Source: an optimization exercise on an open RTL-to-GDS flow (aim: small area, a short achievable clock period and few clock cycles per item). Production flows keep margins and buffers that such runs may drop.
Power figures rest on the tool's default switching activity, not on a simulated workload.

## old
==> module non_restoring_divider, before the edit <==
module non_restoring_divider #(
    parameter DATA_WIDTH = 32
) (
    input  logic                    clk_i,
    input  logic                    clk_en_i,
    input  logic                    rst_n_i,
    input  logic [DATA_WIDTH - 1:0] dividend_i,
    input  logic [DATA_WIDTH - 1:0] divisor_i,
    input  logic                    data_valid_i,
    output logic [DATA_WIDTH - 1:0] quotient_o,
    output logic [DATA_WIDTH - 1:0] remainder_o,
    output logic                    divide_by_zero_o,
    output logic                    data_valid_o,
    output logic                    idle_o
);
    logic [31:0] divisor_q, rem_q, quo_q;
    logic [4:0]  cnt_q;
    logic        busy_q, idle_q, valid_q, dbz_q;
    logic [1:0] skip;
    always_comb begin
        if      (|divisor_i[31:24]) skip = 2'd3;
        else if (|divisor_i[23:16]) skip = 2'd2;
        else if (|divisor_i[15:8])  skip = 2'd1;
        else                        skip = 2'd0;
    end
    logic [63:0] init;
    assign init = {32'b0, dividend_i} << {skip, 3'b000};
    logic [32:0] trial;
    logic [32:0] diff;
    logic        borrow;
    assign trial = {rem_q, quo_q[31]};
    assign {borrow, diff} = {1'b0, trial} - {2'b00, divisor_q};
    always_ff @(posedge clk_i) begin
        if (!rst_n_i) begin
            busy_q  <= 1'b0;
            idle_q  <= 1'b1;
            valid_q <= 1'b0;
        end else if (clk_en_i) begin
            valid_q <= busy_q && (cnt_q == 5'd0);
            if (busy_q) begin
                busy_q <= (cnt_q != 5'd0);
                idle_q <= (cnt_q == 5'd0);
            end else begin
                busy_q <= data_valid_i;
                idle_q <= !data_valid_i;
            end
        end
    end
    logic [31:0] rem_keep, rem_sub, rem_nxt;
    logic        qbit_keep, qbit_sub;
    assign rem_keep  = busy_q ? trial[31:0] : init[63:32];
    assign rem_sub   = busy_q ? diff[31:0]  : init[63:32];
    assign rem_nxt   = borrow ? rem_keep : rem_sub;
    assign qbit_keep = busy_q ? 1'b0 : init[0];
    assign qbit_sub  = busy_q ? 1'b1 : init[0];
    always_ff @(posedge clk_i) begin
        if (clk_en_i) begin
            rem_q <= rem_nxt;
            quo_q <= busy_q ? {quo_q[30:0], borrow ? qbit_keep : qbit_sub} : init[31:0];
            if (!busy_q) begin
                divisor_q <= divisor_i;
                cnt_q     <= {~skip, 3'b111};
                dbz_q     <= (divisor_i == 32'b0);
            end else begin
                cnt_q     <= cnt_q - 5'd1;
            end
        end
    end
    assign quotient_o       = quo_q;
    assign remainder_o      = rem_q;
    assign divide_by_zero_o = dbz_q;
    assign data_valid_o     = valid_q;
    assign idle_o           = idle_q;   
endmodule
clock: 6.0 ns
lec_check: 0
cap_margin: 20
core_margin: 2
core_utilization: 40
setup_slack_margin: 2.5
slew_margin: 20
standard.sh (not shown) runs the stock make flow with config.mk's settings and CLKGATE_MAP_FILE= SYNTH_SCRIPT=/design/flow/synth_recipe.tcl, a recipe that flattens the netlist after the stock synthesis.
==> flow/flow/run.sh <==
#!/bin/bash
# Standard ORFS layout, but with small buffers on the ports instead of the
# default delay-cell buffers (repair may still upsize them).
set -euo pipefail
export BUFFER_PORTS_ARGS="-buffer_cell sky130_fd_sc_hd__buf_1"
bash standard.sh > standard.log 2>&1
Relative to old, the following input files were edited for new:
--- a/flow/design.v
+++ b/flow/design.v
@@ -45,25 +45,19 @@
                 idle_q <= !data_valid_i;
             end
         end
     end
-    logic [31:0] rem_keep, rem_sub, rem_nxt;
-    logic        qbit_keep, qbit_sub;
-    assign rem_keep  = busy_q ? trial[31:0] : init[63:32];
-    assign rem_sub   = busy_q ? diff[31:0]  : init[63:32];
-    assign rem_nxt   = borrow ? rem_keep : rem_sub;
-    assign qbit_keep = busy_q ? 1'b0 : init[0];
-    assign qbit_sub  = busy_q ? 1'b1 : init[0];
     always_ff @(posedge clk_i) begin
         if (clk_en_i) begin
-            rem_q <= rem_nxt;
-            quo_q <= busy_q ? {quo_q[30:0], borrow ? qbit_keep : qbit_sub} : init[31:0];
             if (!busy_q) begin
-                divisor_q <= divisor_i;
-                cnt_q     <= {~skip, 3'b111};
-                dbz_q     <= (divisor_i == 32'b0);
-            end else begin
-                cnt_q     <= cnt_q - 5'd1;
+                divisor_q      <= divisor_i;
+                {rem_q, quo_q} <= init;
+                cnt_q          <= {~skip, 3'b111};
+                dbz_q          <= (divisor_i == 32'b0);
+            end else if (busy_q) begin
+                rem_q <= borrow ? trial[31:0] : diff[31:0];
+                quo_q <= {quo_q[30:0], !borrow};
+                cnt_q <= cnt_q - 5'd1;
             end
         end
     end
     assign quotient_o       = quo_q;
==> run notes <==
new against old: clock group total power down about 2%; depth of the most critical reg-to-reg path down 1; total non-filler cell area in the finished layout down 1.0%; simple-gate portion of the synthesized area up 0.83 points.
Compared with old, new shows a post-detailed-placement cell area that is 60 um2 lower.
In new the power share of the combinational group turned out 0.2 points lower than in old.
In the flow results for old and new, the area inside the core boundary is larger on old.
new consumes less power than old does.
[compare] base=old new=new: number of multi-input logic gates fell about 2%, final hold slack rose 0.0046 ns, post-synthesis instance area fell 0.97%, final design utilization fell 0.32 points, total routing resource utilization after global routing rose 0.86 points.
new gives less die boundary width than old did.
Function was not checked in any run of this note: the RTL went through the layout flow alone.

what the ideal ports hide:
In the flow no input, the clock included, has a driving cell. The finished layouts below were timed again as built, in two steps.
Step 1 assumes that a clkbuf_16 drives the clock port and a buf_2 every other input.
Step 2, shift: input delay + t, output delay - t, t = (earliest + latest rising clock arrival at the registers) / 2. This alone moves slack from input paths to output paths.
Slacks: no drivers / after step 1 / after step 2; pairs: no drivers / after step 1.
run | t, ns | setup slack, ns | hold WS [ns] | worst setup path at the end | worst register clock-pin slew, ns
old | 0.395 | 2.569 / 2.569 / 2.265 | 0.571 / 0.571 / 0.571 | input to register | 0.07 / 0.07
new | 0.405 | 2.614 / 2.614 / 2.310 | 0.576 / 0.576 / 0.576 | input to register | 0.08 / 0.08
After both steps setup and hold are still met in every run listed.
